Source: an optimization exercise on an open RTL-to-GDS flow (aim: small area and a short achievable clock period). Production flows keep margins and buffers that such runs may drop. Where RTL was checked, it was by simulation tests only, not by an equivalence proof against the original.

JK:
==> flow/design.v (excerpt) <==
module pe (
    input wire clk,
    input wire rst,
    input wire [15:0] act,
    input wire [15:0] wgt,
    input wire store,
    input wire reuse,
    input wire [3:0] addr,
    input wire update_out,
    output reg [31:0] out
);
export LEC_CHECK = 0
export CAP_MARGIN = 20
export CORE_MARGIN = 2
export CORE_UTILIZATION = 60
export PLACE_DENSITY = 0.75
export SETUP_SLACK_MARGIN = 5
export SLEW_MARGIN = 20
export SYNTH_HIERARCHICAL = 1
create_clock -name core_clock -period 11.0 [get_ports {clk}]
standard.sh (not shown) runs the stock make flow with config.mk's settings and CLKGATE_MAP_FILE= SYNTH_SCRIPT=/design/flow/synth_recipe.tcl, a recipe that flattens the netlist after the stock synthesis.
==> flow/flow/run.sh <==
#!/bin/bash
# Layout flow. Synthesis is the standard synthesis, unchanged. After the floorplan,
# every combinational cell is set to its smallest drive strength (downsize.tcl); the rest
# is the standard layout, with the ports buffered by buf_2 cells and timing repair
# aiming at 6 ns of setup slack, so that it upsizes only the cells the timing needs.
# After the global-route repair, recover.tcl sets cells back to smaller drive strengths
# where that does not lower the worst setup slack (recover_hook.tcl).
# Each step's full output goes to its own log file in this folder.
set -euo pipefail
here=$(pwd)
bash standard.sh synth > synth.log 2>&1
bash standard.sh floorplan > floorplan.log 2>&1
odb=$(ls $here/orfs/results/*/pe/base/2_floorplan.odb)
DS_ODB=$odb openroad -no_init -exit flow/downsize.tcl > downsize.log 2>&1
bash standard.sh 'BUFFER_PORTS_ARGS=-buffer_cell sky130_fd_sc_hd__buf_2' SETUP_SLACK_MARGIN=6 POST_GLOBAL_ROUTE_TCL=$here/flow/recover_hook.tcl finish > layout.log 2>&1
Other scripts of this flow, unchanged in this note and not shown: flow/flow/downsize.tcl, flow/flow/recover.tcl, flow/flow/recover_hook.tcl
#### Input delta (MS over JK)
--- a/flow/design.v
+++ b/flow/design.v
@@ -462,13 +462,14 @@
     wire fs184, fc184;
     pe_fa u199 (.a(fs126), .b(fc153), .c(fs154), .s(fs184), .co(fc184));
     wire [31:0] row_a = {fc183, fc182, fc181, fc180, fc179, fc178, fc177, fc176, fc175, fc174, fc173, fc172, fc171, fc170, fc169, fc168, fc167, fc166, fc165, fc164, fc163, fc162, fc161, fc160, fc159, fc158, fc157, fc156, fc155, hc16, hc15, hs15};
     wire [31:0] row_b = {fs184, fs183, fs182, fs181, fs180, fs179, fs178, fs177, fs176, fs175, fs174, fs173, fs172, fs171, fs170, fs169, fs168, fs167, fs166, fs165, fs164, fs163, fs162, fs161, fs160, fs159, fs158, fs157, fs156, fs155, hs16, pp0[0]};
     wire [31:0] cg0, cp0;
     generate for (g = 0; g < 32; g = g + 1) begin : cpg
-        pe_ha h (.a(row_a[g]), .b(row_b[g]), .s(cp0[g]), .co(cg0[g]));
+        pe_and2 ag (.a(row_a[g]), .b(row_b[g]), .y(cg0[g]));
+        pe_xor2 xp (.a(row_a[g]), .b(row_b[g]), .y(cp0[g]));
     end endgenerate
     wire [31:0] cg1, cp1;
     assign cg1[0] = cg0[0]; assign cp1[0] = cp0[0];
     pe_gc c0_1 (.g1(cg0[1]), .p1(cp0[1]), .g0(cg0[0]), .g(cg1[1]));
     pe_and2 a0_1 (.a(cp0[1]), .b(cp0[0]), .y(cp1[1]));
     assign cg1[2] = cg0[2]; assign cp1[2] = cp0[2];
==> notes.md <==
MS: PASS, flow complete, no timing, DRC or antenna violations. Total standard cell area after synthesis of MS exceeds that of JK slightly. On headroom to the max-slew limit: between MS and JK, it ends up higher for MS. MS and JK ended up with nearly the same sequential area share after synthesis. In MS relative to JK, synthesized cell count had gone up by a few percent. MS ends up with higher post-route minimum period than JK does. Compared to JK, the routing of MS uses less wire. The HPWL reported at the end of detailed placement reported for MS is smaller than that of JK by 1.9%.
For MS, only the layout was checked, not whether the RTL still works.

---

== the previous run ==
pe, a different RTL version from the one above (not shown whole).
Size in the first run: about 1400 cells after synthesis, roughly 170 flip-flops, about 73 I/O pins, about 15000 um2 of cells after synthesis.
==> flow/config.mk <==
export PLATFORM = sky130hd
export DESIGN_NAME = pe
export DESIGN_NICKNAME = pe
export VERILOG_FILES = /design/flow/design.v
export SDC_FILE = /design/flow/constraint.sdc
export NUM_CORES = 4
export LEC_CHECK = 0
export CAP_MARGIN = 20
export CORE_MARGIN = 2
export CORE_UTILIZATION = 55
export SETUP_SLACK_MARGIN = 5
export SLEW_MARGIN = 20
export SYNTH_HIERARCHICAL = 1
==> flow/constraint.sdc <==
create_clock -name core_clock -period 11.0 [get_ports {clk}]
set_input_delay 2.2000 -clock core_clock [delete_from_list [all_inputs] [get_ports {clk}]]
set_output_delay 2.2000 -clock core_clock [all_outputs]
set_load 0.01 [all_outputs]
==> flow/flow/run.sh <==
#!/bin/bash
# Layout flow: the standard synthesis unchanged; after the floorplan every
# combinational cell is set to its smallest drive strength (downsize.tcl), then the standard flow's
# standard layout continues, with timing repair upsizing what the timing needs.
set -euo pipefail
here=$(pwd)
bash standard.sh synth > synth.log 2>&1
bash standard.sh floorplan > floorplan.log 2>&1
odb=$(ls $here/orfs/results/*/pe/base/2_floorplan.odb)
DS_ODB=$odb openroad -no_init -exit flow/downsize.tcl > downsize.log 2>&1
bash standard.sh 'BUFFER_PORTS_ARGS=-buffer_cell sky130_fd_sc_hd__buf_2' SETUP_SLACK_MARGIN=6 finish > layout.log 2>&1
==> flow/flow/downsize.tcl <==
# Set every combinational standard cell to the smallest drive strength of the same
# function; timing repair later in the flow upsizes the cells that need it.
# Flip-flops, tap cells and port buffers are left alone.
set odb_file $::env(DS_ODB)
read_db $odb_file
set db [ord::get_db]
set block [ord::get_db_block]
set skip {dfxtp dfxbp dfrtp dfrbp dfstp dfsbp edfxtp sdfxtp tapvpwrvgnd conb clkbuf clkinv}
set n 0
foreach inst [$block getInsts] {
  set m [$inst getMaster]
  set name [$m getName]
  if {![regexp {^sky130_fd_sc_hd__(\w+)_(\d+)$} $name -> base drive]} { continue }
  if {[lsearch -exact $skip $base] >= 0} { continue }
  set best ""
  set best_area [expr {[$m getWidth] * [$m getHeight]}]
  foreach d {0 1 2} {
    if {$d >= $drive} { break }
    set cand [$db findMaster "sky130_fd_sc_hd__${base}_$d"]
    if {$cand eq "NULL" || $cand eq ""} { continue }
    set a [expr {[$cand getWidth] * [$cand getHeight]}]
    if {$a < $best_area} { set best $cand; set best_area $a }
  }
  if {$best ne ""} {
    $inst swapMaster $best
    incr n
  }
}
puts "downsized $n instances"
write_db $odb_file
Input changes introduced in the current run (baseline for comparison: the previous run):
--- a/flow/design.v
+++ b/flow/design.v
@@ -37,33 +37,25 @@
     wire [29:0] pp1;
     wire [27:0] pp2;
     wire [25:0] pp3;
     wire [23:0] pp4;
     wire [21:0] pp5;
     wire [19:0] pp6;
     wire [17:0] pp7;
     generate for (g = 0; g < 32; g = g + 1) begin : pp
-        if (g > 0 && g < 32) pe_bsel b0 (.one(one[0]), .two(two[0]), .neg(neg[0]), .b1(Bx[g+1]), .b0(Bx[g]), .p(pp0[g]));
-        if (g > 0 && g < 30) pe_bsel b1 (.one(one[1]), .two(two[1]), .neg(neg[1]), .b1(Bx[g+1]), .b0(Bx[g]), .p(pp1[g]));
-        if (g > 0 && g < 28) pe_bsel b2 (.one(one[2]), .two(two[2]), .neg(neg[2]), .b1(Bx[g+1]), .b0(Bx[g]), .p(pp2[g]));
-        if (g > 0 && g < 26) pe_bsel b3 (.one(one[3]), .two(two[3]), .neg(neg[3]), .b1(Bx[g+1]), .b0(Bx[g]), .p(pp3[g]));
-        if (g > 0 && g < 24) pe_bsel b4 (.one(one[4]), .two(two[4]), .neg(neg[4]), .b1(Bx[g+1]), .b0(Bx[g]), .p(pp4[g]));
-        if (g > 0 && g < 22) pe_bsel b5 (.one(one[5]), .two(two[5]), .neg(neg[5]), .b1(Bx[g+1]), .b0(Bx[g]), .p(pp5[g]));
-        if (g > 0 && g < 20) pe_bsel b6 (.one(one[6]), .two(two[6]), .neg(neg[6]), .b1(Bx[g+1]), .b0(Bx[g]), .p(pp6[g]));
-        if (g > 0 && g < 18) pe_bsel b7 (.one(one[7]), .two(two[7]), .neg(neg[7]), .b1(Bx[g+1]), .b0(Bx[g]), .p(pp7[g]));
+        if (g < 32) pe_bsel b0 (.one(one[0]), .two(two[0]), .neg(neg[0]), .b1(Bx[g+1]), .b0(Bx[g]), .p(pp0[g]));
+        if (g < 30) pe_bsel b1 (.one(one[1]), .two(two[1]), .neg(neg[1]), .b1(Bx[g+1]), .b0(Bx[g]), .p(pp1[g]));
+        if (g < 28) pe_bsel b2 (.one(one[2]), .two(two[2]), .neg(neg[2]), .b1(Bx[g+1]), .b0(Bx[g]), .p(pp2[g]));
+        if (g < 26) pe_bsel b3 (.one(one[3]), .two(two[3]), .neg(neg[3]), .b1(Bx[g+1]), .b0(Bx[g]), .p(pp3[g]));
+        if (g < 24) pe_bsel b4 (.one(one[4]), .two(two[4]), .neg(neg[4]), .b1(Bx[g+1]), .b0(Bx[g]), .p(pp4[g]));
+        if (g < 22) pe_bsel b5 (.one(one[5]), .two(two[5]), .neg(neg[5]), .b1(Bx[g+1]), .b0(Bx[g]), .p(pp5[g]));
+        if (g < 20) pe_bsel b6 (.one(one[6]), .two(two[6]), .neg(neg[6]), .b1(Bx[g+1]), .b0(Bx[g]), .p(pp6[g]));
+        if (g < 18) pe_bsel b7 (.one(one[7]), .two(two[7]), .neg(neg[7]), .b1(Bx[g+1]), .b0(Bx[g]), .p(pp7[g]));
     end endgenerate
-    assign pp0[0] = (one[0] & bm_r[0]) ^ neg[0];
-    assign pp1[0] = (one[1] & bm_r[0]) ^ neg[1];
-    assign pp2[0] = (one[2] & bm_r[0]) ^ neg[2];
-    assign pp3[0] = (one[3] & bm_r[0]) ^ neg[3];
-    assign pp4[0] = (one[4] & bm_r[0]) ^ neg[4];
-    assign pp5[0] = (one[5] & bm_r[0]) ^ neg[5];
-    assign pp6[0] = (one[6] & bm_r[0]) ^ neg[6];
-    assign pp7[0] = (one[7] & bm_r[0]) ^ neg[7];
     wire [31:0] acc_s_g = accg;
     wire [15:0] pp8 = {16{neg[7]}} & bm_r[15:0];      
     wire fs1, fc1;
     pe_fa u0 (.a(neg[0]), .b(acc_s_g[0]), .c(pp0[0]), .s(fs1), .co(fc1));
     wire fs2, fc2;
     pe_fa u1 (.a(acc_s_g[1]), .b(pp0[1]), .c(fc1), .s(fs2), .co(fc2));
     wire fs3, fc3;
     pe_fa u2 (.a(neg[1]), .b(acc_s_g[2]), .c(pp0[2]), .s(fs3), .co(fc3));
### Flow results
Wire length of the first global-routing pass on the current run is ahead of the previous run. The current run has more setup slack than the previous run. Diff the previous run -> the current run: number of iterations in the first detailed-routing pass lost 3; routed wire length picked up an extra 1.2 mm; sequential fraction of total cell area lost 0.39 points; routing usage on met2 lost 1.4 points.
For the previous run, only the layout was checked, not whether the RTL still works.

port drivers added, routing unchanged:
The flow's constraints put no driver on any port. The routed layouts listed below were extracted and timed again, unchanged, in two steps.
Step 1 (the two cells are an assumption about what drives the block):
set clk [get_ports {clk}]
set_driving_cell -lib_cell sky130_fd_sc_hd__clkbuf_16 $clk
set_driving_cell -lib_cell sky130_fd_sc_hd__buf_2 [delete_from_list [all_inputs] $clk]
Step 2 moves the port delays by t, midway between the first and last clock arrival at a register: inputs arrive t later, outputs are due t later. That takes back most of the time a late clock gives input paths.
Three values: ideal ports, drivers, drivers and shift; two values: the first two.
| run | t, ns | setup WS [ns] | clock arrival spread, ns | worst register clock-pin slew, ns | worst slew at a driven data input, ns |
|---|---|---|---|---|---|
| JK | 0.481 | 6.041 / 6.041 / 6.041 | 0.043 / 0.043 | 0.10 / 0.10 | 0.04 |
| MS | 0.489 | 6.019 / 6.019 / 6.019 | 0.034 / 0.035 | 0.09 / 0.09 | 0.03 |
| the previous run | 0.486 | 5.770 / 5.770 / 5.770 | 0.024 / 0.024 | 0.09 / 0.09 | 0.04 |
| the current run | 0.498 | 5.900 / 5.900 / 5.900 | 0.021 / 0.021 | 0.09 / 0.09 | 0.04 |
After both steps every run listed still meets setup and hold.
